This design comes from an exercise in tuning for small area and a short achievable clock period on the open sky130 flow, not from production work. At most, simulation tests tie the RTL to the original design; equivalence was not proved. The RTL of runs 2 to 4 was laid out without a check of its function. Power and IR drop assume default switching activity.

## flow/run.sh

```bash
#!/bin/bash
# synth_recipe.tcl (not shown) runs the flow's synth.tcl, then flattens the netlist and writes it again
# the make line also repeats each setting of config.mk as NAME=value (left out here)
make -C /OpenROAD-flow-scripts/flow DESIGN_CONFIG=/design/flow/config.mk WORK_HOME=/design/flow/orfs CLKGATE_MAP_FILE= SYNTH_SCRIPT=/design/flow/synth_recipe.tcl finish
```

## flow/config.mk

```make
export PLATFORM = sky130hd
export DESIGN_NAME = Main
export DESIGN_NICKNAME = Main
export VERILOG_FILES = /design/flow/design.v
export SDC_FILE = /design/flow/constraint.sdc
export NUM_CORES = 4
export LEC_CHECK = 0
export CAP_MARGIN = 5
export CORE_MARGIN = 2
export CORE_UTILIZATION = 55
export CTS_BUF_LIST = sky130_fd_sc_hd__clkbuf_8
export CTS_CLUSTER_DIAMETER = 100
export CTS_CLUSTER_SIZE = 12
export SETUP_SLACK_MARGIN = 2.3
export SLEW_MARGIN = 5
export SYNTH_HIERARCHICAL = 1
export TNS_END_PERCENT = 0
```

## flow/constraint.sdc

```tcl
create_clock -name core_clock -period 9.0 [get_ports {clk}]
set_input_delay 1.8000 -clock core_clock [delete_from_list [all_inputs] [get_ports {clk}]]
set_output_delay 1.8000 -clock core_clock [all_outputs]
set_load 0.01 [all_outputs]
```

## flow/design.v

```verilog
`timescale 1ns / 1ps
module Main(
    input clk,
    input [7:0] instruction,
    input reset,
    output [7:0] ReadAddress,
    output [6:0] seg_ten,
    output [6:0] seg_one,
    output led
    );
  wire [1:0] op = instruction[7:6];
  wire [1:0] rs = instruction[5:4];
  wire [1:0] rt = instruction[3:2];
  wire [1:0] x  = instruction[1:0];
  wire [7:0] imm = {{7{x[1]}}, x[0]};
  wire is_add  = (op == 2'b00);
  wire is_lw   = (op == 2'b01);
  wire is_sw   = (op == 2'b10);
  wire is_jump = (op == 2'b11);
  wire [3:0] rsd = {rs == 2'd3, rs == 2'd2, rs == 2'd1, rs == 2'd0};
  wire [3:0] rtd = {rt == 2'd3, rt == 2'd2, rt == 2'd1, rt == 2'd0};
  wire [3:0] rsd_alu = rsd & {4{~is_lw}};
  wire b_en = is_add | is_jump;
  wire [3:0] xd  = {x == 2'd3, x == 2'd2, x == 2'd1, x == 2'd0};
  wire [3:0] xd_lw = xd & {4{is_lw}};
  wire [3:0] xd_sw = xd & {4{is_sw}};
  reg [7:0] R0, R1, R2, R3;
  wire [7:0] A, B, B2, BI, HA;
  wire [3:0] LA;
  genvar b, i, g;
  generate
    for (b = 0; b < 8; b = b + 1) begin : rdport
      cpu_ao4 ua (.s(rsd_alu), .d({R3[b], R2[b], R1[b], R0[b]}), .y(A[b]));
      cpu_ao4 ub (.s(rtd), .d({R3[b], R2[b], R1[b], R0[b]}), .y(B[b]));
      cpu_ao4 ub2 (.s(rtd), .d({R3[b], R2[b], R1[b], R0[b]}), .y(B2[b]));
      cpu_a21o ubi (.a1(B2[b]), .a2(b_en), .b1(is_sw & imm[b]), .x(BI[b]));
      cpu_ao4 uh (.s(rsd), .d({R3[4:2] == b, R2[4:2] == b, R1[4:2] == b, R0[4:2] == b}), .y(HA[b]));
    end
    for (b = 0; b < 4; b = b + 1) begin : rdlo
      cpu_ao4 ul (.s(rsd), .d({R3[1:0] == b, R2[1:0] == b, R1[1:0] == b, R0[1:0] == b}), .y(LA[b]));
    end
  endgenerate
  wire [7:0] sum;
  cpu_add8 u_add (.a(A), .b(BI), .s(sum));
  wire [3:0] lo_rd [0:3];
  wire [3:0] lo_wr;
  generate
    for (b = 0; b < 4; b = b + 1) begin : lsel
      for (g = 0; g < 4; g = g + 1) begin : cp
        cpu_ao4 ur (.s(xd_lw), .d({LA[(b + 1) % 4], LA[(b + 2) % 4], LA[(b + 3) % 4], LA[b]}), .y(lo_rd[g][b]));
      end
      cpu_ao4 uw (.s(xd_sw), .d({LA[(b + 1) % 4], LA[(b + 2) % 4], LA[(b + 3) % 4], LA[b]}), .y(lo_wr[b]));
    end
  endgenerate
  wire c2, c2_a, c2_b;
  cpu_aoi22 u_c2a (.a1(x == 2'd3), .a2(LA[1]), .b1(x[1]), .b2(LA[2]), .y(c2_a));
  cpu_nand2 u_c2b (.a(x != 2'd0), .b(LA[3]), .y(c2_b));
  cpu_nand2 u_c2 (.a(c2_a), .b(c2_b), .y(c2));
  wire [7:0] hc0 = x[1] ? {HA[0], HA[7:1]} : HA;
  wire [7:0] hc1 = x[1] ? HA : {HA[6:0], HA[7]};
  wire [7:0] hi, hi_wr;
  generate
    for (b = 0; b < 8; b = b + 1) begin : hsel
      cpu_mux2 u (.s(c2), .a(hc0[b]), .b(hc1[b]), .y(hi[b]));
      cpu_mux2 uw (.s(c2), .a(hc0[b]), .b(hc1[b]), .y(hi_wr[b]));    
    end
  endgenerate
  reg [7:0] M [0:31];
  wire [7:0] alu_nlw = sum;
  wire [7:0] W;
  generate
    for (b = 0; b < 8; b = b + 1) begin : rdmem
      wire [7:0] grp;
      for (g = 0; g < 8; g = g + 1) begin : gr
        cpu_ao4 u (.s(lo_rd[b / 2]), .d({M[4*g+3][b], M[4*g+2][b], M[4*g+1][b], M[4*g][b]}), .y(grp[g]));
      end
      wire [3:0] t;
      cpu_aoi22 u0 (.a1(hi[0]), .a2(grp[0]), .b1(hi[1]), .b2(grp[1]), .y(t[0]));
      cpu_aoi22 u1 (.a1(hi[2]), .a2(grp[2]), .b1(hi[3]), .b2(grp[3]), .y(t[1]));
      cpu_aoi22 u2 (.a1(hi[4]), .a2(grp[4]), .b1(hi[5]), .b2(grp[5]), .y(t[2]));
      cpu_aoi221 u3 (.a1(hi[6]), .a2(grp[6]), .b1(hi[7]), .b2(grp[7]), .c(alu_nlw[b]), .y(t[3]));
      cpu_nand4 us (.a(t[0]), .b(t[1]), .c(t[2]), .d(t[3]), .y(W[b]));
    end
  endgenerate
  wire [3:0] rwe;
  assign rwe[0] = (is_add & (x == 2'd0)) | (is_lw & (rt == 2'd0));
  assign rwe[1] = (is_add & (x == 2'd1)) | (is_lw & (rt == 2'd1));
  assign rwe[2] = (is_add & (x == 2'd2)) | (is_lw & (rt == 2'd2));
  assign rwe[3] = (is_add & (x == 2'd3)) | (is_lw & (rt == 2'd3));
  always @(posedge clk or posedge reset) begin
    if (reset) begin
      R0 <= 8'd0; R1 <= 8'd0; R2 <= 8'd0; R3 <= 8'd0;
    end else begin
      if (rwe[0]) R0 <= W;
      if (rwe[1]) R1 <= W;
      if (rwe[2]) R2 <= W;
      if (rwe[3]) R3 <= W;
    end
  end
  generate
    for (i = 0; i < 32; i = i + 1) begin : mw
      always @(posedge clk or posedge reset)
        if (reset) M[i] <= (i <= 16) ? (i % 16) : (272 - i);
        else if (hi_wr[i / 4] & lo_wr[i % 4]) M[i] <= B;
    end
  endgenerate
  reg [7:0] PC;
  always @(posedge clk or posedge reset) begin
    if (reset) PC <= 8'd0;
    else PC <= PC + 8'd1 + (is_jump ? imm : 8'd0);
  end
  assign ReadAddress = PC;
  assign led = reset;
  cpu_seg7 u_ten (.v(W[7:4]), .seg(seg_ten));
  cpu_seg7 u_one (.v(W[3:0]), .seg(seg_one));
endmodule
module cpu_ao4(input [3:0] s, input [3:0] d, output y);
  assign y = |(s & d);
endmodule
module cpu_ao4p1(input [3:0] s, input [3:0] d, input e, output y);
  wire t0, t1;
  cpu_aoi22 u0 (.a1(s[0]), .a2(d[0]), .b1(s[1]), .b2(d[1]), .y(t0));
  cpu_aoi221 u1 (.a1(s[2]), .a2(d[2]), .b1(s[3]), .b2(d[3]), .c(e), .y(t1));
  cpu_nand2 u2 (.a(t0), .b(t1), .y(y));
endmodule
module cpu_add8(input [7:0] a, input [7:0] b, output [7:0] s);
  wire [7:0] p, g;
  wire [7:1] c;
  genvar i;
  generate
    for (i = 0; i < 8; i = i + 1) begin : pg
      cpu_xor2 up (.a(a[i]), .b(b[i]), .y(p[i]));
      cpu_and2 ug (.a(a[i]), .b(b[i]), .y(g[i]));
    end
  endgenerate
  cpu_carry uc (.g(g[6:0]), .p(p[6:0]), .c(c));
  assign s[0] = p[0];
  generate
    for (i = 1; i < 8; i = i + 1) begin : sm
      cpu_xor2 us (.a(p[i]), .b(c[i]), .y(s[i]));
    end
  endgenerate
endmodule
module cpu_xor2(input a, input b, output y);
  assign y = a ^ b;
endmodule
module cpu_and2(input a, input b, output y);
  assign y = a & b;
endmodule
module cpu_carry(input [6:0] g, input [6:0] p, output [7:1] c);
  wire g10 = g[1] | (p[1] & g[0]);
  wire g32 = g[3] | (p[3] & g[2]);
  wire p32 = p[3] & p[2];
  wire g54 = g[5] | (p[5] & g[4]);
  wire p54 = p[5] & p[4];
  wire g20 = g[2] | (p[2] & g10);
  wire g30 = g32 | (p32 & g10);
  wire g64 = g[6] | (p[6] & g54);
  wire p64 = p[6] & p54;
  wire g40 = g[4] | (p[4] & g30);
  wire g50 = g54 | (p54 & g30);
  wire g60 = g64 | (p64 & g30);
  assign c = {g60, g50, g40, g30, g20, g10, g[0]};
endmodule
module cpu_a21o(input a1, input a2, input b1, output x);
  assign x = (a1 & a2) | b1;
endmodule
module cpu_aoi221(input a1, input a2, input b1, input b2, input c, output y);
  assign y = ~((a1 & a2) | (b1 & b2) | c);
endmodule
module cpu_nand4(input a, input b, input c, input d, output y);
  assign y = ~(a & b & c & d);
endmodule
module cpu_aoi22(input a1, input a2, input b1, input b2, output y);
  assign y = ~((a1 & a2) | (b1 & b2));
endmodule
module cpu_nand2(input a, input b, output y);
  assign y = ~(a & b);
endmodule
module cpu_mux2(input s, input a, input b, output y);
  assign y = s ? b : a;
endmodule
module cpu_seg7(input [3:0] v, output reg [6:0] seg);
  always @* begin
    case (v)
      4'h0: seg = 7'b0111111;
      4'h1: seg = 7'b0000110;
      4'h2: seg = 7'b1011011;
      4'h3: seg = 7'b1001111;
      4'h4: seg = 7'b1100110;
      4'h5: seg = 7'b1101101;
      4'h6: seg = 7'b1111101;
      4'h7: seg = 7'b0000111;
      4'h8: seg = 7'b1111111;
      4'h9: seg = 7'b1101111;
      4'hA: seg = 7'b1110111;
      4'hB: seg = 7'b1011110;
      4'hC: seg = 7'b0111001;
      4'hD: seg = 7'b1001110;
      4'hE: seg = 7'b1111001;
      default: seg = 7'b1110001;
    endcase
  end
endmodule
```

==> results by group, run 1 <==
Global route
  • First-pass GRT wire length: 71.36 mm
  • Largest net degree at the start of global routing: 140
  • Global route total overflow: 0
  • Number of global-route vias before repair: 11707
  • Initial antenna violation count: 0
  • Gr usage total: 30.33%

Synthesis
  • Combinational family with the most area after synthesis: multiplexers
  • Yosys top cell by area: dfrtp_1
  • Post-Synth Simple-Gate Area: 8.642%
  • Sequential share of the synthesized area: 47.19%
  • Synth Area in Compound Gates: 16.26%
  • Mean Syn Cell Area: 11.93 sq um
  • Synth Flop Type: dfrtp_1
  • Gate Count Post-Synth: 1343
  • Async SR Flop Fraction: 100.0%
  • Syn_nets: 1373
  • Synth Area in Adders: 1.561%
  • Mapped Area: 0.01603 sq mm
  • Number of enable flip-flop cells after synthesis: 0
  • Yosys top cell area share: 26.86%
  • Post-synthesis xor/xnor area fraction: 1.202%
  • YS warnings: 10
  • Post-synthesis mux area share: 22.80%
  • Ranking of synthesized cells by area: dfrtp_1 (27%), dfstp_2 (20%), mux2_2 (20%)
  • Cell variety after synth: 52
  • #FFs+latches synth: 296

Worst setup path
  • Worst reg-to-reg path cell count: 15
  • Top Family by Delay on Critical Path: simple AND/OR/NAND/NOR gates
  • CP Capture Type: output pin
  • Data required, critical path: 7.20 ns
  • Crit-path cells: buf_12 -> and2_4 -> buf_6 -> nor2b_4 -> a22oi_1 -> nand2_1 -> and2_4 -> a21o_1 -> nand4_1 -> nand3_2 -> a31o_1 -> xor2_2 -> a221oi_2 -> nand4_1 -> buf_6 -> buf_8 -> mux2i_2 -> nor2_1 -> a21oi_1 -> buf_2
  • Critical Path Max Stage Delay: 0.26 ns
  • Worst Setup Start Kind: input port
  • Worst setup path class: in -> out
  • Flop2flop setup slack: 5.47 ns
  • CP bufs+invs: 5
  • CP Depth: 20
  • End point of the critical path: seg_ten[3]
  • Worst setup path startpoint: instruction[5]
  • Crit-path max FO: 9
  • Crit-path slowest cell: a31o_1
  • CP Data Arrival Time: 4.92 ns
  • RR Startpoint: R0[1]
  • RR Endpoint: R3[7]

Route
  • DRT iter0 DRCs: 946
  • Drt via density: 6.305
  • DRT antenna net count: 0
  • Initial DRT Pass Iterations: 5
  • Vias: 11816
  • DRC viols: 0
  • Per-cell routed wire length: 24.66 um
  • Detailed Route WL: 46.21 mm

STA
  • Pins Over Slew Limit: 0
  • Final hold violations: 0
  • Max Clock Freq: 0.1488 GHz
  • Rel. slew slack: 28.98%
  • Setup Skew: 0.01585 ns
  • Crit share post-route: 74.66%
  • Worst-Margin Slew: 1.063 ns
  • Setup TNS: 0 ns
  • Unrepaired setup endpoints after global routing: yes
  • Period minus WS final: 6.719 ns
  • Final setup fails: 0

Finish
  • Final cell count without fillers: 1874
  • Antenna Cells: 0
  • Area Overhead vs Synth: 14.50%
  • Post-layout nets: 1499
  • Fin util: 63.93%
  • Fin area: 0.01835 sq mm
  • Layout cells sized above 1: 49.06%

Clocking
  • Clock Pin Slew Worst Setup and Hold Paths: 0.09 ns
  • TritonCTS Buffers: 28
  • CTS Root Cell: clkbuf_8
  • Clock Latency Late Sink: 0.59 ns
  • CTS tree: built
  • Max Root-Sink Buffers: 3
  • CTS sink cnt: 296
  • # H-tree levels: 1

Hold path
  • Hold Crit Class: reg -> reg

Power and ir drop
  • VDD IR max: 216.6 uV
  • P per Cell Area: 301.8 mW/mm^2
  • P_leak: 8.510 nW

Placed design
  • Global placer's final weighted congestion: 0.8872
  • Placed wire-length estimate: 28.96 mm
  • Placed inst area: 0.01683 sq mm
  • Port Buffers: 32
  • Placed cell count: 1742

Floorplanning
  • Die W: 174.7 um
  • Initial Util: 55.84%
  • Die ar.: 0.03052 sq mm
  • Num ports: 33
  • Die height: 174.7 um
  • Site Rows: 62
  • Core area: 0.02870 sq mm

Job
  • Max_cap viols: 0

Outcome
  • Status: complete, no violations
==> synthesized netlist by cell type, types with 6 or more instances <==
cell type and n:
a21o_1 13, a21oi_1 10, a221oi_2 8, a22oi_1 240
a22oi_2 27, and2_1 19, and3_1 6, and3b_1 6
buf_2 7, buf_4 9, buf_6 7, clkbuf_1 33
dfrtp_1 172, dfstp_2 124, ha_1 20, inv_1 17
mux2_2 279, mux2_4 32, nand2_1 176, nand3_1 6
nand4_1 11, nor2_1 20, nor2b_1 17, nor3_1 7
nor3b_1 12, xor2_1 18
==> metal layers <==
metal	GRT usage [%]	part of all wire (%)	wire (um)
met2	46.59	45	20870
met1	42.76	44	20380
met3	5.853	6.7	3094
met5	0	0	0
met4	11.53	4.0	1863
==> layout make-up <==
| cell class | count | area [sq um] |
|---|---|---|
| clock buffers | 29 | 399.1 |
| repair buffers | 148 | 1245 |
| multi-input cells | 976 | 8502 |
| fillers | 2283 | 10350 |
| flip-flops and latches | 296 | 7562 |
| well taps | 384 | 480.5 |
| inverters | 19 | 77.57 |
| clock inverters | 22 | 83.83 |
==> where the power goes <==
group          switching [mW]  internal [mW]  leakage [nW]
Combinational            1.32           1.13          4.60
Clock                   0.465          0.298         0.324
Sequential              0.389           1.93          3.58
Total                    2.18           3.36          8.51
==> logic make-up (layout without fill, tap and decap cells) <==
family | after synthesis | in the layout
compound gates | 322 | 322
xor+xnor | 22 | 22
fa+ha+maj | 20 | 20
buf+inv | 75 | 218
flops | 296 | 296
mux | 314 | 314
simple gates | 294 | 298
==> timing repair <==
item                       CTS  global route
setup endpoints to repair   14            14
cloned                       5             1
setup buffers               64            11
hold buffers                 0             0
pin swaps                   36            24
resized for setup          150            52
==> stage by stage <==
stage	hold WS [ns]	power (mW)	worst slack [ns]
finish	0.4747	5.537	2.281
global placement	0.4558	4.514	0.5204
global route	0.5111	5.878	2.063
floorplan	0.4799	3.787	1.932
CTS	0.4772	5.487	2.228
detailed placement	0.4588	4.570	0.4110
==> Yosys stat by module, one instance, submodules excluded, a selection <==
module,cells inside,cell area (sq um),times used,flops+latches
cpu_seg7,38,272.8,2,0
cpu_carry,17,125.1,1,0
cpu_aoi22,1,12.51,25,0
cpu_xor2,1,8.758,15,0
cpu_a21o,1,7.507,8,0
cpu_add8,1,7.507,1,0
cpu_nand4,1,6.256,8,0
cpu_nand2,1,3.754,2,0
==> placed cells by master (no fill, tap or decap), types with 6 or more instances in the layout <==
cell type,instances
a21o_1,13
a21oi_1,8
a221oi_2,7
a22oi_1,213
a22oi_2,54
and2_1,13
and2_4,7
buf_12,6
buf_2,8
buf_4,101
buf_6,12
clkbuf_8,29
clkdlybuf4s50_1,10
dfrtp_1,172
dfstp_2,124
dlygate4sd2_1,7
ha_1,16
inv_1,31
inv_2,7
mux2_2,279
mux2_4,32
nand2_1,159
nand2_2,13
nand2_4,9
nand3_1,6
nand4_1,11
nor2_1,19
nor2b_1,11
nor2b_4,6
nor3_1,6
nor3b_1,12
xor2_1,15
==> registers in the layout, summed over array words and instances, names as in the netlist <==
register / cells
M: 256
PC: 8
R0: 8
R1: 8
R2: 8
R3: 8
==> worst register-to-register path: stages (launching register included) <==
cell and delay, ns:
dfrtp_1 0.51, nor2b_1 0.20, a22oi_1 0.21, nand2_2 0.17
buf_6 0.19, a22oi_1 0.17, nand2_1 0.07, buf_4 0.24
a22oi_1 0.31, nand2_1 0.11, a221oi_2 0.32, nand4_1 0.17
buf_6 0.17, buf_4 0.16, buf_4 0.15, mux2_4 0.25
==> how the worst min path moves through the flow <==
stage                     startpoint       to  cells after the start
final                          PC[7]    PC[7]                      1
after global routing           PC[7]    PC[7]                      1
after CTS                      PC[7]    PC[7]                      1
after detailed placement       PC[7]    PC[7]                      1
after global placement         PC[7]    PC[7]                      1
after floorplan              M[0][0]  M[0][0]                      1
==> inputs of run 2 (changes only) <==
--- a/flow/design.v
+++ b/flow/design.v
@@ -60,3 +60,3 @@
   wire [7:0] hc1 = x[1] ? HA : {HA[6:0], HA[7]};
-  wire [7:0] hi, hi_wr;
+  wire [7:0] hi;
   generate
@@ -64,3 +64,2 @@
       cpu_mux2 u (.s(c2), .a(hc0[b]), .b(hc1[b]), .y(hi[b]));
-      cpu_mux2 uw (.s(c2), .a(hc0[b]), .b(hc1[b]), .y(hi_wr[b]));    
     end
@@ -69,3 +68,3 @@
   wire [7:0] alu_nlw = sum;
-  wire [7:0] W;
+  wire [7:0] W, Wr;
   generate
@@ -82,2 +81,3 @@
       cpu_nand4 us (.a(t[0]), .b(t[1]), .c(t[2]), .d(t[3]), .y(W[b]));
+      cpu_nand4r ur (.a(t[0]), .b(t[1]), .c(t[2]), .d(t[3]), .y(Wr[b]));
     end
@@ -93,6 +93,6 @@
     end else begin
-      if (rwe[0]) R0 <= W;
-      if (rwe[1]) R1 <= W;
-      if (rwe[2]) R2 <= W;
-      if (rwe[3]) R3 <= W;
+      if (rwe[0]) R0 <= Wr;
+      if (rwe[1]) R1 <= Wr;
+      if (rwe[2]) R2 <= Wr;
+      if (rwe[3]) R3 <= Wr;
     end
@@ -103,3 +103,3 @@
         if (reset) M[i] <= (i <= 16) ? (i % 16) : (272 - i);
-        else if (hi_wr[i / 4] & lo_wr[i % 4]) M[i] <= B;
+        else if (hi[i / 4] & lo_wr[i % 4]) M[i] <= B;
     end
@@ -171,2 +171,5 @@
 module cpu_nand4(input a, input b, input c, input d, output y);
+  assign y = ~(a & b & c & d);
+endmodule
+module cpu_nand4r(input a, input b, input c, input d, output y);
   assign y = ~(a & b & c & d);
==> run 2 against run 1 <==
  * Still clean
  * Global-route usage shrank 0.19 points
  * Fmax down 1.1%
  * Via count rose by 0.58%
  * Sequential share of layout area about the same
  * Wire length down 0.10%
==> results by group, run 2 <==
Finish
  • Fillers: 2247
  • Fin util: 64.05%
  • Final cell count without fillers: 1858
  • Fin area: 0.01834 sq mm
  • Most flops, register: M
  • Most common library cell in the layout ignoring fill and taps: mux2_2
  • Largest register FFs: 256
  • Post-layout nets: 1482
  • Layout cells sized above 1: 49.32%
  • Antenna Cells: 0
  • Most frequent cells in the layout: mux2_2 (279), a22oi_1 (212), dfrtp_1 (172)
  • Area Overhead vs Synth: 14.91%

Worst setup path
  • Worst Setup Start Kind: input port
  • Worst reg-to-reg path cell count: 12
  • CP Capture Type: output pin
  • RR Startpoint: R0[1]
  • Crit path top cell by count: buf_4
  • Data required, critical path: 7.20 ns
  • Crit-path max FO: 6
  • Worst setup path class: in -> out
  • Top Family by Delay on Critical Path: compound AO/OA/AOI/OAI gates
  • CP bufs+invs: 6
  • Critical Path Max Stage Delay: 0.28 ns
  • Crit-path cells: buf_8 -> inv_4 -> ha_4 -> nor3_2 -> buf_4 -> a22oi_2 -> nand2_2 -> xor2_2 -> a21o_1 -> nand4_1 -> nand3_2 -> a31o_1 -> xor2_2 -> a221oi_4 -> nand4_1 -> buf_4 -> buf_4 -> o21ai_2 -> a21oi_2 -> buf_2
  • RR Endpoint: R0[6]
  • Crit-path slowest cell: nand4_1
  • Flop2flop setup slack: 5.55 ns
  • CP Data Arrival Time: 4.99 ns

Floorplanning
  • Core area: 0.02863 sq mm
  • Initial Util: 55.74%
  • Die W: 174.3 um
  • Die height: 174.3 um
  • Die ar.: 0.03039 sq mm
  • Site Rows: 62
  • Num ports: 33

Power and ir drop
  • Pint: 3.354 mW
  • Part of the power in combinational logic: 45.2%
  • Sequential Power Share: 41.3%
  • P_leak: 8.410 nW
  • Sw Ratio: 39.83%
  • Overall Power: 5.574 mW
  • VDD IR max: 259.0 uV
  • Clock power frac: 13.5%
  • P per Cell Area: 304.0 mW/mm^2
  • Switching pwr: 2.220 mW

STA
  • Rel. slew slack: 15.54%
  • Final setup fails: 0
  • Smallest hold slack: 0.4699 ns
  • Final hold violations: 0
  • Max Clock Freq: 0.1473 GHz
  • Setup Skew: 0.01614 ns
  • Period minus WS final: 6.791 ns
  • Setup TNS: 0 ns
  • Final worst slack: 2.209 ns
  • Unrepaired setup endpoints after global routing: yes
  • Pins Over Slew Limit: 0
  • Crit share post-route: 75.46%
  • Worst-Margin Slew: 1.264 ns

Placed design
  • Global placer's final weighted congestion: 0.8684
  • Placed wire-length estimate: 29.79 mm
  • Port Buffers: 32
  • Placed inst area: 0.01674 sq mm
  • Pre-CTS WS: 0.5186 ns
  • Placed cell count: 1739

Synthesis
  • Synth Flop Type: dfrtp_1
  • Combinational family with the most area after synthesis: multiplexers
  • Post-Synth Simple-Gate Area: 8.994%
  • Post-synthesis mux area share: 22.14%
  • Synth Area in Adders: 1.568%
  • Cell variety after synth: 52
  • Gate Count Post-Synth: 1343
  • #FFs+latches synth: 296
  • Mean Syn Cell Area: 11.88 sq um
  • Synth Area in Compound Gates: 16.33%
  • Mapped Area: 0.01596 sq mm
  • Top cells by count, synth: mux2_2 (279), a22oi_1 (240), nand2_1 (176), dfrtp_1 (172), dfstp_2 (124)
  • YS warnings: 10
  • Syn_nets: 1373
  • Yosys top cell by area: dfrtp_1
  • Number of enable flip-flop cells after synthesis: 0
  • Post-synthesis xor/xnor area fraction: 1.208%
  • Most numerous cell in the Yosys netlist: mux2_2
  • Yosys top cell area share: 26.97%
  • Sequential share of the synthesized area: 47.39%
  • Async SR Flop Fraction: 100.0%
  • Ranking of synthesized cells by area: dfrtp_1 (27%), dfstp_2 (20%), mux2_2 (20%)

Route
  • DRT iter0 DRCs: 1068
  • DRC viols: 0
  • DRT antenna net count: 0
  • Detailed Route WL: 46.17 mm
  • Drt via density: 6.397
  • Initial DRT Pass Iterations: 6
  • Vias: 11885
  • Per-cell routed wire length: 24.85 um

Outcome
  • Status: complete, no violations

Clocking
  • Clock Pin Slew Worst Setup and Hold Paths: 0.08 ns
  • CTS tree: built
  • CTS Root Cell: clkbuf_8
  • # H-tree levels: 1
  • Max Root-Sink Buffers: 3
  • Clock Latency Late Sink: 0.59 ns
  • TritonCTS Buffers: 28
  • CTS sink cnt: 296

Global route
  • Gr usage total: 30.14%
  • Initial antenna violation count: 0
  • First-pass GRT wire length: 70.46 mm
  • Global route total overflow: 0
  • Largest net degree at the start of global routing: 150
  • Number of global-route vias before repair: 11501

Hold path
  • Start point of the worst hold path: PC[7]
  • Hold Crit Class: reg -> reg
  • Hold endpoint: PC[7]
  • Hold Path Stages: 1

Job
  • Max_cap viols: 0
-- run 2: worst max-delay path by stage --
stage,from,slack (ns),end,depth (start not counted)
3_3_place_gp,instruction[5],0.65,seg_ten[4],14
2_1_floorplan,instruction[7],2.24,seg_ten[1],17
6_report,instruction[7],2.21,seg_ten[0],20
5_1_grt,instruction[7],2.13,seg_ten[3],20
4_1_cts,instruction[7],2.26,seg_ten[0],20
3_5_place_dp,instruction[5],0.52,seg_one[1],13
-- run 2: cell families after synthesis --
group	Yosys count
multiplexers	306
adder cells (fa/ha/maj)	20
buffers and inverters	75
XOR/XNOR	22
AND/OR/NAND/NOR	302
flip-flops	296
AO/OA/AOI/OAI	322
-- run 2: layout make-up --
class	instances	area (sq um)	share of cell area, %
sequential	296	7562	41.24
clock inverter	23	87.58	0.4777
timing repair buffer	131	1139	6.210
tap	384	480.5	2.620
multi-input combinational	976	8581	46.80
clock buffer	29	399.1	2.177
inverter	19	86.33	0.4709
-- run 2: layer usage --
layer	vias to the layer above	share of wire, %	track usage [%]
met5	-	0	0
met1	6072	45	43.33
met4	0	3.3	9.664
li1	5282	-	-
met3	81	7.8	6.671
met2	450	44	45.50
-- run 2: Yosys stat by module (local to each module, per instance) --
| module | cells | flip-flops and latches | area [sq um] |
|---|---|---|---|
| Main | 800 | 296 | 12130 |
| cpu_seg7 | 38 | 0 | 272.8 |
| cpu_carry | 17 | 0 | 125.1 |
| cpu_ao4 | 3 | 0 | 18.77 |
| cpu_aoi221 | 1 | 0 | 15.01 |
| cpu_mux2 | 1 | 0 | 15.01 |
| cpu_aoi22 | 1 | 0 | 12.51 |
| cpu_xor2 | 1 | 0 | 8.758 |
| cpu_a21o | 1 | 0 | 7.507 |
| cpu_add8 | 1 | 0 | 7.507 |
| cpu_and2 | 1 | 0 | 6.256 |
| cpu_nand4 | 1 | 0 | 6.256 |
| cpu_nand4r | 1 | 0 | 6.256 |
| cpu_nand2 | 1 | 0 | 3.754 |
-- run 2: power groups by stage --
stage          Clock [mW]  Sequential (mW)  Combinational, mW
2_1_floorplan           0             2.18               1.58
3_3_place_gp            0             2.30               2.18
3_5_place_dp            0             2.32               2.22
4_1_cts             0.778             2.29               2.37
5_1_grt             0.838             2.38               2.70
6_report            0.753             2.30               2.52
-- run 2: repair_timing --
item | in CTS | in global routing
pin swaps | 36 | 37
hold buffers | 0 | 0
setup endpoints to repair | 14 | 14
resized for setup | 191 | 65
gates cloned | 4 | 3
setup buffers | 38 | 22
-- run 2: worst reg2reg max path, delay by kind of cell (launching register included) --
family,cells,cell delay (ns)
flops,1,0.49
compound gates,4,0.94
mux,1,0.43
buf+inv,2,0.38
simple gates,5,1.10
==> inputs of run 3 (changes only) <==
--- a/flow/design.v
+++ b/flow/design.v
@@ -28,3 +28,3 @@
   wire [7:0] A, B, B2, BI, HA;
-  wire [3:0] LA;
+  wire [3:0] LA, LB;             
   genvar b, i, g;
@@ -40,2 +40,3 @@
       cpu_ao4 ul (.s(rsd), .d({R3[1:0] == b, R2[1:0] == b, R1[1:0] == b, R0[1:0] == b}), .y(LA[b]));
+      cpu_ao4 ul2 (.s(rsd), .d({R3[1:0] == b, R2[1:0] == b, R1[1:0] == b, R0[1:0] == b}), .y(LB[b]));
     end
@@ -49,5 +50,9 @@
       for (g = 0; g < 4; g = g + 1) begin : cp
-        cpu_ao4 ur (.s(xd_lw), .d({LA[(b + 1) % 4], LA[(b + 2) % 4], LA[(b + 3) % 4], LA[b]}), .y(lo_rd[g][b]));
+        if (g < 2) begin : ca
+          cpu_ao4 ur (.s(xd_lw), .d({LA[(b + 1) % 4], LA[(b + 2) % 4], LA[(b + 3) % 4], LA[b]}), .y(lo_rd[g][b]));
+        end else begin : cb
+          cpu_ao4 ur (.s(xd_lw), .d({LB[(b + 1) % 4], LB[(b + 2) % 4], LB[(b + 3) % 4], LB[b]}), .y(lo_rd[g][b]));
+        end
       end
-      cpu_ao4 uw (.s(xd_sw), .d({LA[(b + 1) % 4], LA[(b + 2) % 4], LA[(b + 3) % 4], LA[b]}), .y(lo_wr[b]));
+      cpu_ao4 uw (.s(xd_sw), .d({LB[(b + 1) % 4], LB[(b + 2) % 4], LB[(b + 3) % 4], LB[b]}), .y(lo_wr[b]));
     end
@@ -68,3 +73,3 @@
   wire [7:0] alu_nlw = sum;
-  wire [7:0] W, Wr;
+  wire [7:0] W, W2, Wr;          
   generate
@@ -81,2 +86,3 @@
       cpu_nand4 us (.a(t[0]), .b(t[1]), .c(t[2]), .d(t[3]), .y(W[b]));
+      cpu_nand4 us2 (.a(t[0]), .b(t[1]), .c(t[2]), .d(t[3]), .y(W2[b]));
       cpu_nand4r ur (.a(t[0]), .b(t[1]), .c(t[2]), .d(t[3]), .y(Wr[b]));
@@ -113,4 +119,6 @@
   assign led = reset;
-  cpu_seg7 u_ten (.v(W[7:4]), .seg(seg_ten));
-  cpu_seg7 u_one (.v(W[3:0]), .seg(seg_one));
+  cpu_seg7a u_ten_a (.v(W[7:4]), .seg(seg_ten[3:0]));
+  cpu_seg7b u_ten_b (.v(W2[7:4]), .seg(seg_ten[6:4]));
+  cpu_seg7a u_one_a (.v(W[3:0]), .seg(seg_one[3:0]));
+  cpu_seg7b u_one_b (.v(W2[3:0]), .seg(seg_one[6:4]));
 endmodule
@@ -126,39 +134,3 @@
 module cpu_add8(input [7:0] a, input [7:0] b, output [7:0] s);
-  wire [7:0] p, g;
-  wire [7:1] c;
-  genvar i;
-  generate
-    for (i = 0; i < 8; i = i + 1) begin : pg
-      cpu_xor2 up (.a(a[i]), .b(b[i]), .y(p[i]));
-      cpu_and2 ug (.a(a[i]), .b(b[i]), .y(g[i]));
-    end
-  endgenerate
-  cpu_carry uc (.g(g[6:0]), .p(p[6:0]), .c(c));
-  assign s[0] = p[0];
-  generate
-    for (i = 1; i < 8; i = i + 1) begin : sm
-      cpu_xor2 us (.a(p[i]), .b(c[i]), .y(s[i]));
-    end
-  endgenerate
-endmodule
-module cpu_xor2(input a, input b, output y);
-  assign y = a ^ b;
-endmodule
-module cpu_and2(input a, input b, output y);
-  assign y = a & b;
-endmodule
-module cpu_carry(input [6:0] g, input [6:0] p, output [7:1] c);
-  wire g10 = g[1] | (p[1] & g[0]);
-  wire g32 = g[3] | (p[3] & g[2]);
-  wire p32 = p[3] & p[2];
-  wire g54 = g[5] | (p[5] & g[4]);
-  wire p54 = p[5] & p[4];
-  wire g20 = g[2] | (p[2] & g10);
-  wire g30 = g32 | (p32 & g10);
-  wire g64 = g[6] | (p[6] & g54);
-  wire p64 = p[6] & p54;
-  wire g40 = g[4] | (p[4] & g30);
-  wire g50 = g54 | (p54 & g30);
-  wire g60 = g64 | (p64 & g30);
-  assign c = {g60, g50, g40, g30, g20, g10, g[0]};
+  assign s = a + b;
 endmodule
@@ -185,23 +157,49 @@
 endmodule
-module cpu_seg7(input [3:0] v, output reg [6:0] seg);
+module cpu_seg7a(input [3:0] v, output [3:0] seg);
+  reg [6:0] p;
   always @* begin
     case (v)
-      4'h0: seg = 7'b0111111;
-      4'h1: seg = 7'b0000110;
-      4'h2: seg = 7'b1011011;
-      4'h3: seg = 7'b1001111;
-      4'h4: seg = 7'b1100110;
-      4'h5: seg = 7'b1101101;
-      4'h6: seg = 7'b1111101;
-      4'h7: seg = 7'b0000111;
-      4'h8: seg = 7'b1111111;
-      4'h9: seg = 7'b1101111;
-      4'hA: seg = 7'b1110111;
-      4'hB: seg = 7'b1011110;
-      4'hC: seg = 7'b0111001;
-      4'hD: seg = 7'b1001110;
-      4'hE: seg = 7'b1111001;
-      default: seg = 7'b1110001;
+      4'h0: p = 7'b0111111;
+      4'h1: p = 7'b0000110;
+      4'h2: p = 7'b1011011;
+      4'h3: p = 7'b1001111;
+      4'h4: p = 7'b1100110;
+      4'h5: p = 7'b1101101;
+      4'h6: p = 7'b1111101;
+      4'h7: p = 7'b0000111;
+      4'h8: p = 7'b1111111;
+      4'h9: p = 7'b1101111;
+      4'hA: p = 7'b1110111;
+      4'hB: p = 7'b1011110;
+      4'hC: p = 7'b0111001;
+      4'hD: p = 7'b1001110;
+      4'hE: p = 7'b1111001;
+      default: p = 7'b1110001;
     endcase
   end
-endmodule
+  assign seg = p[3:0];
+endmodule
+module cpu_seg7b(input [3:0] v, output [2:0] seg);
+  reg [6:0] p;
+  always @* begin
+    case (v)
+      4'h0: p = 7'b0111111;
+      4'h1: p = 7'b0000110;
+      4'h2: p = 7'b1011011;
+      4'h3: p = 7'b1001111;
+      4'h4: p = 7'b1100110;
+      4'h5: p = 7'b1101101;
+      4'h6: p = 7'b1111101;
+      4'h7: p = 7'b0000111;
+      4'h8: p = 7'b1111111;
+      4'h9: p = 7'b1101111;
+      4'hA: p = 7'b1110111;
+      4'hB: p = 7'b1011110;
+      4'hC: p = 7'b0111001;
+      4'hD: p = 7'b1001110;
+      4'hE: p = 7'b1111001;
+      default: p = 7'b1110001;
+    endcase
+  end
+  assign seg = p[6:4];
+endmodule
--- a/flow/config.mk
+++ b/flow/config.mk
@@ -7,3 +7,3 @@
 export LEC_CHECK = 0
-export CAP_MARGIN = 5
+export CAP_MARGIN = 20
 export CORE_MARGIN = 2
@@ -14,3 +14,3 @@
 export SETUP_SLACK_MARGIN = 2.3
-export SLEW_MARGIN = 5
+export SLEW_MARGIN = 20
 export SYNTH_HIERARCHICAL = 1
==> run 3 against run 2 <==
  * Clock power rose by 12%
  * Final cell count up 3.2%
  * Global-route usage increased by 1.5 points
  * Clock skew increased by 0.019 ns
  * Critical path depth shrank 3
  * Via count grew 4.0%
  * Die area is 0.10% lower
==> results by group, run 3 <==
Floorplanning
  • Core area: 0.02863 sq mm
  • Num ports: 33
  • Site Rows: 62
  • Die ar.: 0.03036 sq mm
  • Initial Util: 55.69%
  • Die height: 174.2 um
  • Die W: 174.2 um

Placed design
  • Global placer's final weighted congestion: 0.8730
  • Pre-CTS WS: 0.4286 ns
  • Placed wire-length estimate: 31.21 mm
  • Port Buffers: 32
  • Placed inst area: 0.01683 sq mm

Route
  • Detailed Route WL: 48.13 mm
  • Per-cell routed wire length: 25.09 um
  • Drt via density: 6.443
  • DRT antenna net count: 0
  • DRC viols: 0
  • Vias: 12357
  • DRT iter0 DRCs: 1371
  • Initial DRT Pass Iterations: 6

Power and ir drop
  • P per Cell Area: 305.9 mW/mm^2
  • Sequential Power Share: 39.7%
  • Part of the power in combinational logic: 45.8%
  • Overall Power: 5.794 mW
  • VDD IR max: 193.9 uV
  • Switching pwr: 2.244 mW
  • P_leak: 8.650 nW
  • Sw Ratio: 38.73%
  • Clock power frac: 14.5%
  • Pint: 3.550 mW

Synthesis
  • Yosys top cell by area: dfrtp_1
  • Post-synthesis mux area share: 22.34%
  • Number of enable flip-flop cells after synthesis: 0
  • Synth Flop Type: dfrtp_1
  • Yosys top cell area share: 27.00%
  • Top cells by count, synth: mux2_2 (295), a22oi_1 (250), nand2_1 (177), dfrtp_1 (172), dfstp_2 (124)
  • Post-Synth Simple-Gate Area: 9.349%
  • Cell variety after synth: 56
  • #FFs+latches synth: 296
  • Synth Area in Adders: 1.931%
  • Async SR Flop Fraction: 100.0%
  • Ranking of synthesized cells by area: dfrtp_1 (27%), mux2_2 (21%), dfstp_2 (20%)
  • Most numerous cell in the Yosys netlist: mux2_2
  • Combinational family with the most area after synthesis: multiplexers
  • Mean Syn Cell Area: 11.83 sq um
  • Sequential share of the synthesized area: 47.44%
  • Post-synthesis xor/xnor area fraction: 0.6593%
  • YS warnings: 11
  • Syn_nets: 1381
  • Synth Area in Compound Gates: 16.54%
  • Gate Count Post-Synth: 1347
  • Mapped Area: 0.01594 sq mm

Global route
  • Met1 usage: 46.12%
  • Gr usage total: 31.60%
  • Met2 usage: 48.91%
  • Number of global-route vias before repair: 11901
  • Initial antenna violation count: 0
  • Largest net degree at the start of global routing: 108
  • Gr busiest metal: met2
  • First-pass GRT wire length: 74.01 mm
  • Global route total overflow: 0
  • Grt met3 use: 5.096%

Worst setup path
  • Flop2flop setup slack: 5.43 ns
  • Crit-path cells: buf_8 -> inv_6 -> ha_4 -> and3b_2 -> a22oi_2 -> nand2_2 -> ha_4 -> fa_2 -> a21o_2 -> a21oi_2 -> xnor2_2 -> a221oi_2 -> nand4_1 -> inv_2 -> ha_4 -> mux4_2 -> buf_6
  • Crit path top cell by count: ha_4
  • Worst reg-to-reg path cell count: 11
  • Data required, critical path: 7.20 ns
  • Crit-path slowest cell: mux4_2
  • CP Capture Type: output pin
  • Crit-path max FO: 7
  • CP Data Arrival Time: 5.15 ns
  • End point of the critical path: seg_ten[3]
  • Critical Path Max Stage Delay: 0.47 ns
  • Worst Setup Start Kind: input port
  • RR Startpoint: R2[0]
  • Worst setup path startpoint: instruction[7]
  • RR Endpoint: R2[3]
  • Worst setup path class: in -> out

STA
  • Pins Over Slew Limit: 0
  • Setup Skew: 0.03468 ns
  • Period minus WS final: 6.945 ns
  • Crit share post-route: 77.17%
  • Final hold violations: 0
  • Max Clock Freq: 0.1440 GHz
  • Rel. slew slack: 40.24%
  • Setup TNS: 0 ns
  • Unrepaired setup endpoints after global routing: yes
  • Final worst slack: 2.055 ns
  • Worst-Margin Slew: 0.8964 ns
  • Final setup fails: 0

Finish
  • Most flops, register: M
  • Fin area: 0.01894 sq mm
  • Area Overhead vs Synth: 18.81%
  • Most frequent cells in the layout: mux2_2 (294), a22oi_1 (215), dfrtp_1 (172)
  • Layout cells sized above 1: 49.80%
  • Largest register FFs: 256
  • Antenna Cells: 0
  • Post-layout nets: 1547
  • Most common library cell in the layout ignoring fill and taps: mux2_2

Clocking
  • CTS Root Cell: clkbuf_8
  • Max Root-Sink Buffers: 3
  • CTS tree: built
  • Clock Latency Late Sink: 0.64 ns
  • Clock Pin Slew Worst Setup and Hold Paths: 0.09 ns
  • TritonCTS Buffers: 29
  • # H-tree levels: 1
  • CTS sink cnt: 296

Outcome
  • Status: complete, no violations

Hold path
  • Hold Crit Class: reg -> reg

Job
  • Max_cap viols: 0
==> run 3: changes by cell type after synthesis, moves of 5 or more <==
cell / previous run / this run
mux2_2: 279 / 295
mux2_4: 24 / 8
xor2_1: 18 / 7
a22oi_1: 240 / 250
buf_4: 9 / 2
nand4_1: 19 / 26
clkbuf_1: 33 / 39
and2_1: 19 / 14
buf_6: 7 / 2
nand3_1: 6 / 1
nor2b_1: 17 / 12
==> run 3: metrics by stage <==
| stage | instances | hold WS, ns | utilization [%] |
|---|---|---|---|
| global route | 1918 | 0.5063 | 66.16 |
| global placement | 1753 | 0.4556 | 58.79 |
| detailed placement | 1753 | 0.4614 | 58.80 |
| floorplan | 1347 | 0.4799 | - |
| CTS | 1897 | 0.4753 | 65.03 |
| finish | 1918 | 0.4752 | 66.16 |
==> run 3: per-layer routing <==
layer,share of wire (%),wire (um)
met3,7.4,3556
met2,45,21750
met5,0,0
met4,3.0,1452
met1,44,21360
==> run 3: power groups by stage <==
stage / sequential, mW / combinational (mW) / clock [mW]
after floorplan: 2.18 / 1.57 / 0
after global placement: 2.29 / 2.17 / 0
after detailed placement: 2.31 / 2.22 / 0
after CTS: 2.29 / 2.50 / 0.865
after global routing: 2.37 / 2.83 / 0.916
final: 2.30 / 2.65 / 0.842
==> run 3: cell type report <==
cell class,instances,area (sq um)
tap,384,480.5
clock buffer,29,399.1
sequential,296,7562
inverter,21,87.58
clock inverter,23,151.4
multi-input combinational,992,8696
timing repair buffer,173,1562
fill,2222,9687
==> run 3: per-module statistics from Yosys (local to each module, per instance), excerpt <==
module	cells	times used	cell area (sq um)	flops+latches
cpu_add8	38	1	309.0	0
cpu_seg7a	20	2	173.9	0
cpu_nand4r	1	8	6.256	0
Main	796	1	12010	296
cpu_aoi221	1	8	15.01	0
cpu_seg7b	13	2	88.84	0
cpu_ao4	3	124	18.77	0
cpu_aoi22	1	25	12.51	0
cpu_mux2	1	8	15.01	0
cpu_nand2	1	2	3.754	0
==> run 3: cells by family after synthesis <==
group	Yosys count
flops	296
mux	312
simple gates	307
compound gates	329
buf+inv	67
xor+xnor	12
fa+ha+maj	24
==> run 3: critical path: cells and delay by family <==
| kind | cells | cell delay (ns) |
|---|---|---|
| compound gates | 4 | 0.81 |
| xor+xnor | 1 | 0.09 |
| fa+ha+maj | 4 | 0.91 |
| buf+inv | 4 | 0.46 |
| mux | 1 | 0.47 |
| simple gates | 3 | 0.61 |
==> run 3: timing repair <==
| item | in CTS | in global routing |
|---|---|---|
| pin swaps | 60 | 32 |
| gates cloned | 7 | 3 |
| setup buffers | 85 | 18 |
| resized for setup | 167 | 39 |
| setup endpoints to repair | 14 | 14 |
| hold endpoints to repair | 0 | 0 |
| hold buffers | 0 | 0 |
==> run 3: worst min path at each step <==
stage                  from  endpoint  slack (ns)  cells after the start
finish                PC[7]     PC[7]        0.48                      1
global route          PC[7]     PC[7]        0.51                      1
CTS                   PC[7]     PC[7]        0.48                      1
detailed placement    PC[7]     PC[7]        0.46                      1
global placement      PC[7]     PC[7]        0.46                      1
floorplan           M[0][0]   M[0][0]        0.48                      1
==> inputs of run 4 (changes only) <==
--- a/flow/config.mk
+++ b/flow/config.mk
@@ -7,3 +7,3 @@
 export LEC_CHECK = 0
-export CAP_MARGIN = 20
+export CAP_MARGIN = 5
 export CORE_MARGIN = 2
@@ -14,3 +14,3 @@
 export SETUP_SLACK_MARGIN = 2.3
-export SLEW_MARGIN = 20
+export SLEW_MARGIN = 5
 export SYNTH_HIERARCHICAL = 1
==> run 4 against run 3 <==
  * Core utilization is 0.22 points lower
  * Global-route usage is 0.46 points lower
  * Fmax hardly changed
  * Combinational power hardly changed
  * Hold slack worse by 0.00075 ns
  * Register-to-register slack hardly changed
  * Worst setup slack better by 0.0012 ns
  * Critical endpoint is now seg_one[3]
  * Largest cell class unchanged
  * Largest power group unchanged
==> results by group, run 4 <==
Clocking
  • Hold Buf Count CTS: 0
  • Clock Latency Late Sink: 0.63 ns
  • # H-tree levels: 1
  • Clock Pin Slew Worst Setup and Hold Paths: 0.09 ns
  • Max Root-Sink Buffers: 3
  • TritonCTS Buffers: 28
  • CTS Root Cell: clkbuf_8
  • CTS tree: built
  • CTS sink cnt: 296

Hold path
  • Start point of the worst hold path: PC[7]
  • Hold Path Stages: 1
  • Hold endpoint: PC[7]
  • Hold Crit Class: reg -> reg

Floorplanning
  • Die ar.: 0.03036 sq mm
  • Core area: 0.02863 sq mm
  • Site Rows: 62
  • Initial Util: 55.69%
  • Die height: 174.2 um
  • Num ports: 33
  • Die W: 174.2 um

Power and ir drop
  • P_leak: 8.616 nW
  • P per Cell Area: 305.5 mW/mm^2
  • VDD IR max: 194.1 uV

Finish
  • Most common library cell in the layout ignoring fill and taps: mux2_2
  • Post-layout nets: 1548
  • Multi-input logic area: 0.008747 sq mm
  • Antenna Cells: 0
  • Fillers: 2208
  • Most frequent cells in the layout: mux2_2 (294), a22oi_1 (207), dfrtp_1 (172)
  • Layout cells sized above 1: 50.62%
  • Most flops, register: M
  • Area Overhead vs Synth: 18.41%
  • Register area: 0.007562 sq mm
  • Fin util: 65.94%
  • Largest register FFs: 256

STA
  • Unrepaired setup endpoints after global routing: yes
  • Worst-Margin Slew: 1.157 ns
  • Setup TNS: 0 ns
  • Final worst slack: 2.056 ns
  • Pins Over Slew Limit: 0
  • Crit share post-route: 77.15%
  • Max Clock Freq: 0.1440 GHz
  • Final hold violations: 0
  • Final setup fails: 0
  • Setup Skew: 0.04277 ns
  • Period minus WS final: 6.944 ns
  • Rel. slew slack: 22.70%

Synthesis
  • Gate Count Post-Synth: 1347
  • Most numerous cell in the Yosys netlist: mux2_2
  • Mean Syn Cell Area: 11.83 sq um
  • #FFs+latches synth: 296
  • Yosys top cell by area: dfrtp_1
  • Yosys top cell area share: 27.00%
  • Syn_nets: 1381
  • Cell variety after synth: 56
  • Number of enable flip-flop cells after synthesis: 0
  • Synth Flop Type: dfrtp_1
  • Sequential share of the synthesized area: 47.44%
  • YS warnings: 11
  • Mapped Area: 0.01594 sq mm
  • Ranking of synthesized cells by area: dfrtp_1 (27%), mux2_2 (21%), dfstp_2 (20%)
  • Async SR Flop Fraction: 100.0%
  • Top cells by count, synth: mux2_2 (295), a22oi_1 (250), nand2_1 (177), dfrtp_1 (172), dfstp_2 (124)

Route
  • Detailed Route WL: 47.62 mm
  • Vias: 12367
  • Initial DRT Pass Iterations: 5
  • DRC viols: 0
  • Drt via density: 6.445
  • DRT iter0 DRCs: 1027
  • DRT antenna net count: 0
  • Per-cell routed wire length: 24.81 um

Worst setup path
  • Worst reg-to-reg path cell count: 13
  • CP Capture Type: output pin
  • Worst setup path class: in -> out
  • Crit-path max FO: 10
  • Flop2flop setup slack: 5.44 ns
  • RR Startpoint: R0[1]
  • RR Endpoint: R2[2]
  • Worst Setup Start Kind: input port
  • Data required, critical path: 7.20 ns
  • CP Data Arrival Time: 5.14 ns

Global route
  • Grt met3 use: 4.418%
  • Gr usage total: 31.15%
  • Met2 usage: 47.35%
  • Met1 usage: 46.75%
  • Gr busiest metal: met2
  • Number of global-route vias before repair: 11840
  • Largest net degree at the start of global routing: 108
  • Global route total overflow: 0
  • Initial antenna violation count: 0
  • First-pass GRT wire length: 73.18 mm

Placed design
  • Placed wire-length estimate: 31.21 mm
  • Port Buffers: 32
  • Pre-CTS WS: 0.4572 ns
  • Global placer's final weighted congestion: 0.8730

Outcome
  • Status: complete, no violations

Job
  • Max_cap viols: 0
run 4: critical path: stages:
cell	delay [ns]
buf_4	0.15
nor2b_4	0.16
buf_4	0.16
a22oi_2	0.23
nand2_2	0.18
a22oi_2	0.21
nand2_2	0.13
buf_6	0.18
a22oi_1	0.21
nand2_1	0.13
a221oi_4	0.36
nand4_1	0.21
inv_2	0.11
ha_1	0.24
mux4_2	0.50
buf_6	0.14
run 4: how the worst max path moves through the flow:
stage | startpoint | end | slack [ns] | depth (start not counted)
after floorplan | instruction[7] | seg_ten[3] | 2.01 | 15
after global placement | instruction[5] | seg_one[3] | 0.57 | 13
after detailed placement | instruction[5] | seg_one[3] | 0.46 | 13
after CTS | instruction[5] | seg_ten[3] | 2.18 | 17
after global routing | instruction[5] | seg_one[3] | 1.99 | 17
final | instruction[5] | seg_one[3] | 2.06 | 16
run 4: modules after synthesis (local to each module, per instance):
module | times used | flip-flops and latches
cpu_nand4r | 8 | 0
cpu_aoi221 | 8 | 0
cpu_ao4 | 124 | 0
cpu_nand4 | 16 | 0
cpu_a21o | 8 | 0
cpu_seg7a | 2 | 0
cpu_seg7b | 2 | 0
cpu_aoi22 | 25 | 0
cpu_mux2 | 8 | 0
cpu_nand2 | 2 | 0
Main | 1 | 296
cpu_add8 | 1 | 0
run 4: where the power goes:
part	switching (mW)	leakage, nW	internal, mW
sequential	0.373	3.58	1.93
clock	0.474	0.335	0.322
combinational	1.40	4.70	1.27
total	2.24	8.62	3.52
run 4: kinds of logic after synthesis:
kind of cell             after synthesis  share of synthesized area (%)
AO/OA/AOI/OAI                        329                          16.54
XOR/XNOR                              12                         0.6593
adder cells (fa/ha/maj)               24                          1.931
buffers and inverters                 67                          1.743
flip-flops                           296                          47.44
multiplexers                         312                          22.34
AND/OR/NAND/NOR                      307                          9.349
run 4: per-stage QoR:
step           cells  cell area, sq um  power [mW]  hold WS (ns)
6_report        1919             18870       5.765        0.4745
5_1_grt         1919             18870       6.094        0.5060
4_1_cts         1895             18410       5.565        0.4754
3_5_place_dp    1753             16830       4.522        0.4614
3_3_place_gp    1753             16830       4.465        0.4556
2_1_floorplan   1347             15940       3.746        0.4799
run 4: layout make-up:
type	count	area share (%)
Multi-Input combinational cell	991	46.34
Inverter	21	0.4640
Tap cell	384	2.546
Sequential cell	296	40.07
Clock buffer	28	2.042
Clock inverter	23	0.6629
Timing Repair Buffer	176	7.875
run 4: what timing repair did:
item / 4_1_cts / 5_1_grt
setup buffers: 88 / 20
gates cloned: 3 / 4
endpoints found under the hold margin: 0 / 0
endpoints found under the setup margin: 14 / 14
pin swaps: 51 / 50
resized for setup: 161 / 70
run 4: routing by layer:
layer  wire length, um  vias to the layer above
li1                  -                     5493
met1             21790                     6323
met2             21290                      462
met3              3037                       89
met4              1493                        0
met5                 0                        -
==> inputs of run 5 (changes only) <==
--- a/flow/design.v
+++ b/flow/design.v
@@ -28,3 +28,3 @@
   wire [7:0] A, B, B2, BI, HA;
-  wire [3:0] LA, LB;             
+  wire [3:0] LA;
   genvar b, i, g;
@@ -40,3 +40,2 @@
       cpu_ao4 ul (.s(rsd), .d({R3[1:0] == b, R2[1:0] == b, R1[1:0] == b, R0[1:0] == b}), .y(LA[b]));
-      cpu_ao4 ul2 (.s(rsd), .d({R3[1:0] == b, R2[1:0] == b, R1[1:0] == b, R0[1:0] == b}), .y(LB[b]));
     end
@@ -50,9 +49,5 @@
       for (g = 0; g < 4; g = g + 1) begin : cp
-        if (g < 2) begin : ca
-          cpu_ao4 ur (.s(xd_lw), .d({LA[(b + 1) % 4], LA[(b + 2) % 4], LA[(b + 3) % 4], LA[b]}), .y(lo_rd[g][b]));
-        end else begin : cb
-          cpu_ao4 ur (.s(xd_lw), .d({LB[(b + 1) % 4], LB[(b + 2) % 4], LB[(b + 3) % 4], LB[b]}), .y(lo_rd[g][b]));
-        end
+        cpu_ao4 ur (.s(xd_lw), .d({LA[(b + 1) % 4], LA[(b + 2) % 4], LA[(b + 3) % 4], LA[b]}), .y(lo_rd[g][b]));
       end
-      cpu_ao4 uw (.s(xd_sw), .d({LB[(b + 1) % 4], LB[(b + 2) % 4], LB[(b + 3) % 4], LB[b]}), .y(lo_wr[b]));
+      cpu_ao4 uw (.s(xd_sw), .d({LA[(b + 1) % 4], LA[(b + 2) % 4], LA[(b + 3) % 4], LA[b]}), .y(lo_wr[b]));
     end
@@ -73,3 +68,3 @@
   wire [7:0] alu_nlw = sum;
-  wire [7:0] W, W2, Wr;          
+  wire [7:0] W, Wr;
   generate
@@ -86,3 +81,2 @@
       cpu_nand4 us (.a(t[0]), .b(t[1]), .c(t[2]), .d(t[3]), .y(W[b]));
-      cpu_nand4 us2 (.a(t[0]), .b(t[1]), .c(t[2]), .d(t[3]), .y(W2[b]));
       cpu_nand4r ur (.a(t[0]), .b(t[1]), .c(t[2]), .d(t[3]), .y(Wr[b]));
@@ -119,6 +113,4 @@
   assign led = reset;
-  cpu_seg7a u_ten_a (.v(W[7:4]), .seg(seg_ten[3:0]));
-  cpu_seg7b u_ten_b (.v(W2[7:4]), .seg(seg_ten[6:4]));
-  cpu_seg7a u_one_a (.v(W[3:0]), .seg(seg_one[3:0]));
-  cpu_seg7b u_one_b (.v(W2[3:0]), .seg(seg_one[6:4]));
+  cpu_seg7 u_ten (.v(W[7:4]), .seg(seg_ten));
+  cpu_seg7 u_one (.v(W[3:0]), .seg(seg_one));
 endmodule
@@ -157,49 +149,23 @@
 endmodule
-module cpu_seg7a(input [3:0] v, output [3:0] seg);
-  reg [6:0] p;
+module cpu_seg7(input [3:0] v, output reg [6:0] seg);
   always @* begin
     case (v)
-      4'h0: p = 7'b0111111;
-      4'h1: p = 7'b0000110;
-      4'h2: p = 7'b1011011;
-      4'h3: p = 7'b1001111;
-      4'h4: p = 7'b1100110;
-      4'h5: p = 7'b1101101;
-      4'h6: p = 7'b1111101;
-      4'h7: p = 7'b0000111;
-      4'h8: p = 7'b1111111;
-      4'h9: p = 7'b1101111;
-      4'hA: p = 7'b1110111;
-      4'hB: p = 7'b1011110;
-      4'hC: p = 7'b0111001;
-      4'hD: p = 7'b1001110;
-      4'hE: p = 7'b1111001;
-      default: p = 7'b1110001;
+      4'h0: seg = 7'b0111111;
+      4'h1: seg = 7'b0000110;
+      4'h2: seg = 7'b1011011;
+      4'h3: seg = 7'b1001111;
+      4'h4: seg = 7'b1100110;
+      4'h5: seg = 7'b1101101;
+      4'h6: seg = 7'b1111101;
+      4'h7: seg = 7'b0000111;
+      4'h8: seg = 7'b1111111;
+      4'h9: seg = 7'b1101111;
+      4'hA: seg = 7'b1110111;
+      4'hB: seg = 7'b1011110;
+      4'hC: seg = 7'b0111001;
+      4'hD: seg = 7'b1001110;
+      4'hE: seg = 7'b1111001;
+      default: seg = 7'b1110001;
     endcase
   end
-  assign seg = p[3:0];
 endmodule
-module cpu_seg7b(input [3:0] v, output [2:0] seg);
-  reg [6:0] p;
-  always @* begin
-    case (v)
-      4'h0: p = 7'b0111111;
-      4'h1: p = 7'b0000110;
-      4'h2: p = 7'b1011011;
-      4'h3: p = 7'b1001111;
-      4'h4: p = 7'b1100110;
-      4'h5: p = 7'b1101101;
-      4'h6: p = 7'b1111101;
-      4'h7: p = 7'b0000111;
-      4'h8: p = 7'b1111111;
-      4'h9: p = 7'b1101111;
-      4'hA: p = 7'b1110111;
-      4'hB: p = 7'b1011110;
-      4'hC: p = 7'b0111001;
-      4'hD: p = 7'b1001110;
-      4'hE: p = 7'b1111001;
-      default: p = 7'b1110001;
-    endcase
-  end
-  assign seg = p[6:4];
-endmodule
==> flow/flow/run.sh (new file) <==
#!/bin/bash
# The standard layout (standard.sh), with one step added between the
# standard synthesis and the floorplan: every combinational cell of the
# synthesized netlist is set to drive strength 1 (flow/downsize.py), so that
# the layout's timing repair sizes up only the cells on the critical paths.
# Registers and their cell types are those of the standard synthesis.
# Each step's full output goes to a log file in this folder.
set -euo pipefail
RES=$PWD/orfs/results/$FLOW_PLATFORM/Main/base
bash standard.sh "$RES/1_2_yosys.v" > synth.log 2>&1
python3 flow/downsize.py "$FLOW_HOME/platforms/sky130hd/lib/sky130_fd_sc_hd__tt_025C_1v80.lib" "$RES/1_2_yosys.v" > downsize.log 2>&1
bash standard.sh finish > standard.log 2>&1
==> flow/flow/downsize.py (new file) <==
"""Set every combinational cell of a synthesized netlist to drive strength 1
(when the library has that size), so that the layout's timing repair sizes up
only the cells that need it. Flip-flops and the function of every cell are
left as they are. Usage: downsize.py LIBERTY NETLIST"""
import re
import sys

lib, net = sys.argv[1], sys.argv[2]
cells = set(re.findall(r'cell\s*\(\s*"?(sky130_fd_sc_hd__\w+)"?\s*\)', open(lib).read()))
text = open(net).read()


def smaller(m):
    name = m.group(1)
    base, size = m.group(2), m.group(3)
    if re.match(r'(e|s|se)?df|dl|conb|tap|fill|decap', base):
        return m.group(0)
    one = 'sky130_fd_sc_hd__%s_1' % base
    if int(size) > 1 and one in cells:
        return m.group(0).replace(name, one, 1)
    return m.group(0)


text, n = re.subn(r'^\s*((?:sky130_fd_sc_hd__)(\w+?)_(\d+))\s', smaller, text, flags=re.M)
open(net, 'w').write(text)
==> flow/standard.sh (new file) <==
#!/bin/bash
# synth_recipe.tcl (not shown) runs the flow's synth.tcl, then flattens the netlist and writes it again
# the make line also repeats each setting of config.mk as NAME=value (left out here)
make -C /OpenROAD-flow-scripts/flow DESIGN_CONFIG=/design/flow/config.mk WORK_HOME=/design/flow/orfs CLKGATE_MAP_FILE= SYNTH_SCRIPT=/design/flow/synth_recipe.tcl "${@:-finish}"
removed: flow/run.sh
==> run 5 against run 4 <==
  * Total power fell by 3.1%
  * Global-route usage is 0.13 points higher
  * Core utilization grew 0.18 points
  * Critical path depth is 4 higher
  * Die area fell by 2.5%
  * Sequential power up 2%
  * Highest routed layer unchanged
  * Hold slack worse by 0.0030 ns
  * Flip-flop and latch count is the same
  * Register-to-register slack improved by 0.02 ns
==> results by group, run 5 <==
Placed design
  • Pre-CTS WS: 0.5032 ns
  • Global placer's final weighted congestion: 0.8763
  • Placed wire-length estimate: 29.82 mm
  • Port Buffers: 32

STA
  • Smallest hold slack: 0.4714 ns
  • Max Clock Freq: 0.1485 GHz
  • Setup Skew: 0.04455 ns
  • Rel. slew slack: 15.37%
  • Pins Over Slew Limit: 0
  • Setup TNS: 0 ns
  • Unrepaired setup endpoints after global routing: yes
  • Final hold violations: 0
  • Final worst slack: 2.267 ns
  • Period minus WS final: 6.733 ns
  • Crit share post-route: 74.81%
  • Final setup fails: 0
  • Worst-Margin Slew: 1.266 ns

Floorplanning
  • Die W: 172.0 um
  • Site Rows: 61
  • Core area: 0.02778 sq mm
  • Die height: 172.0 um
  • Die ar.: 0.02960 sq mm
  • Num ports: 33
  • Initial Util: 55.90%

Clocking
  • TritonCTS Buffers: 28
  • CTS sink cnt: 296
  • Clock Latency Late Sink: 0.64 ns
  • CTS tree: built
  • # H-tree levels: 1
  • Clock Pin Slew Worst Setup and Hold Paths: 0.09 ns
  • Max Root-Sink Buffers: 3
  • CTS Root Cell: clkbuf_8

Power and ir drop
  • P_leak: 8.441 nW
  • Overall Power: 5.586 mW
  • P per Cell Area: 304.1 mW/mm^2
  • VDD IR max: 166.5 uV

Worst setup path
  • Critical Path Max Stage Delay: 0.50 ns
  • CP Data Arrival Time: 4.93 ns
  • Data required, critical path: 7.20 ns
  • Crit-path slowest cell: or4_4
  • CP bufs+invs: 6
  • Crit-path cells: buf_6 -> inv_4 -> ha_4 -> and3b_2 -> a22oi_2 -> nand2_2 -> ha_4 -> inv_2 -> fa_2 -> nor2b_2 -> o31a_1 -> or4_4 -> nand3_4 -> a221oi_4 -> nand4_1 -> buf_6 -> inv_2 -> a211oi_2 -> a21oi_1 -> buf_2
  • Top Family by Delay on Critical Path: simple AND/OR/NAND/NOR gates
  • Crit-path max FO: 6
  • Worst Setup Start Kind: input port
  • CP Capture Type: output pin
  • Worst setup path class: in -> out

Finish
  • Layout cells sized above 1: 28.80%
  • Most common library cell in the layout ignoring fill and taps: mux2_1
  • Most flops, register: M
  • Largest register FFs: 256
  • Multi-input logic area: 0.008596 sq mm
  • Fin util: 66.12%
  • Most frequent cells in the layout: mux2_1 (296), a22oi_1 (214), dfrtp_1 (172)
  • Antenna Cells: 0
  • Post-layout nets: 1487
  • Area Overhead vs Synth: 18.27%
  • Fillers: 2206
  • Register area: 0.007562 sq mm

Synthesis
  • Gate Count Post-Synth: 1336
  • YS warnings: 10
  • Mapped Area: 0.01553 sq mm
  • Syn_nets: 1374
  • Mean Syn Cell Area: 11.63 sq um

Global route
  • Initial antenna violation count: 0
  • Largest net degree at the start of global routing: 119
  • Gr usage total: 31.28%
  • Number of global-route vias before repair: 11429
  • First-pass GRT wire length: 70.51 mm
  • Global route total overflow: 0

Route
  • Vias: 11981
  • DRT iter0 DRCs: 1173
  • DRC viols: 0
  • Per-cell routed wire length: 24.94 um
  • Drt via density: 6.487
  • Initial DRT Pass Iterations: 6
  • DRT antenna net count: 0
  • Detailed Route WL: 46.06 mm

Job
  • Max_cap viols: 0

Outcome
  • Status: complete, no violations

Hold path
  • Hold Crit Class: reg -> reg
[run 5: timing repair]
item                                    CTS  global route
endpoints found under the setup margin   14            14
pin swaps                                51            52
cloned                                    2             4
hold buffers                              0             0
gates resized for setup                 227            92
setup buffers                            43             5
[run 5: layout make-up]
| type | count | share of cell area [%] |
|---|---|---|
| clock buffers | 28 | 2.098 |
| clock inverters | 22 | 0.6607 |
| inverters | 21 | 0.5177 |
| multi-input cells | 978 | 46.80 |
| flip-flops and latches | 296 | 41.17 |
| well taps | 378 | 2.575 |
| repair buffers | 124 | 6.185 |
[run 5: metrics by stage]
step,cell area (sq um),std cells
after floorplan,15530,1336
after global placement,16480,1743
after detailed placement,16480,1743
after CTS,17960,1838
after global routing,18370,1847
final,18370,1847
[run 5: where the power goes]
part,leakage [nW],switching (mW),internal [mW]
clock network,0.329,0.476,0.321
logic,4.54,1.38,1.06
registers,3.58,0.394,1.96
total,8.44,2.25,3.34
[run 5: path summary, 6_finish.rpt]
check | to | from | cells past startpoint | slack [ns]
max in group asynchronous | R2[2] | reset | 4 | 5.71
worst max register to register | R1[7] | R2[1] | 13 | 5.46
worst min-delay path | PC[7] | PC[7] | 1 | 0.47
worst max-delay path | seg_ten[4] | instruction[7] | 20 | 2.27
worst min register to register | PC[7] | PC[7] | 1 | 0.47
min in group asynchronous | M[3][6] | reset | 2 | 1.64
[run 5: layer usage]
layer | wire [um] | vias up | part of all wire [%] | global-route usage [%]
met2 | 20810 | 441 | 45 | 48.61
met5 | 0 | - | 0 | 0
met4 | 1774 | 0 | 3.9 | 11.40
met3 | 2737 | 102 | 5.9 | 4.120
met1 | 20740 | 6131 | 45 | 45.09
li1 | - | 5307 | - | -

-- separate check: timing with driven ports --
Ports are ideal in the flow. The routed layouts listed here were re-timed in OpenROAD. Step 1 sets driving cells, clkbuf_16 on the clock port and buf_2 on the other inputs (assumed; they add their load-dependent delay and slew). Step 2 also shifts input and output timing later by t, the mid clock arrival at the registers, as if the neighbouring blocks saw the same clock. Slacks: no drivers / after step 1 / after step 2; pairs: no drivers / after step 1.
run	t, ns	setup WS [ns]	worst register clock-pin slew, ns
run 1	0.634	2.281 / 2.223 / 2.223	0.09 / 0.09
run 2	0.630	2.209 / 2.164 / 2.164	0.10 / 0.10
run 3	0.667	2.055 / 2.016 / 2.016	0.10 / 0.10
run 4	0.658	2.056 / 2.034 / 2.034	0.10 / 0.10
run 5	0.668	2.267 / 2.233 / 2.233	0.10 / 0.10
After both steps setup and hold are still met in every run listed. The setup slack of run 1, which loses most, moves by -0.058 ns with the drivers and by -0.058 ns with both steps.
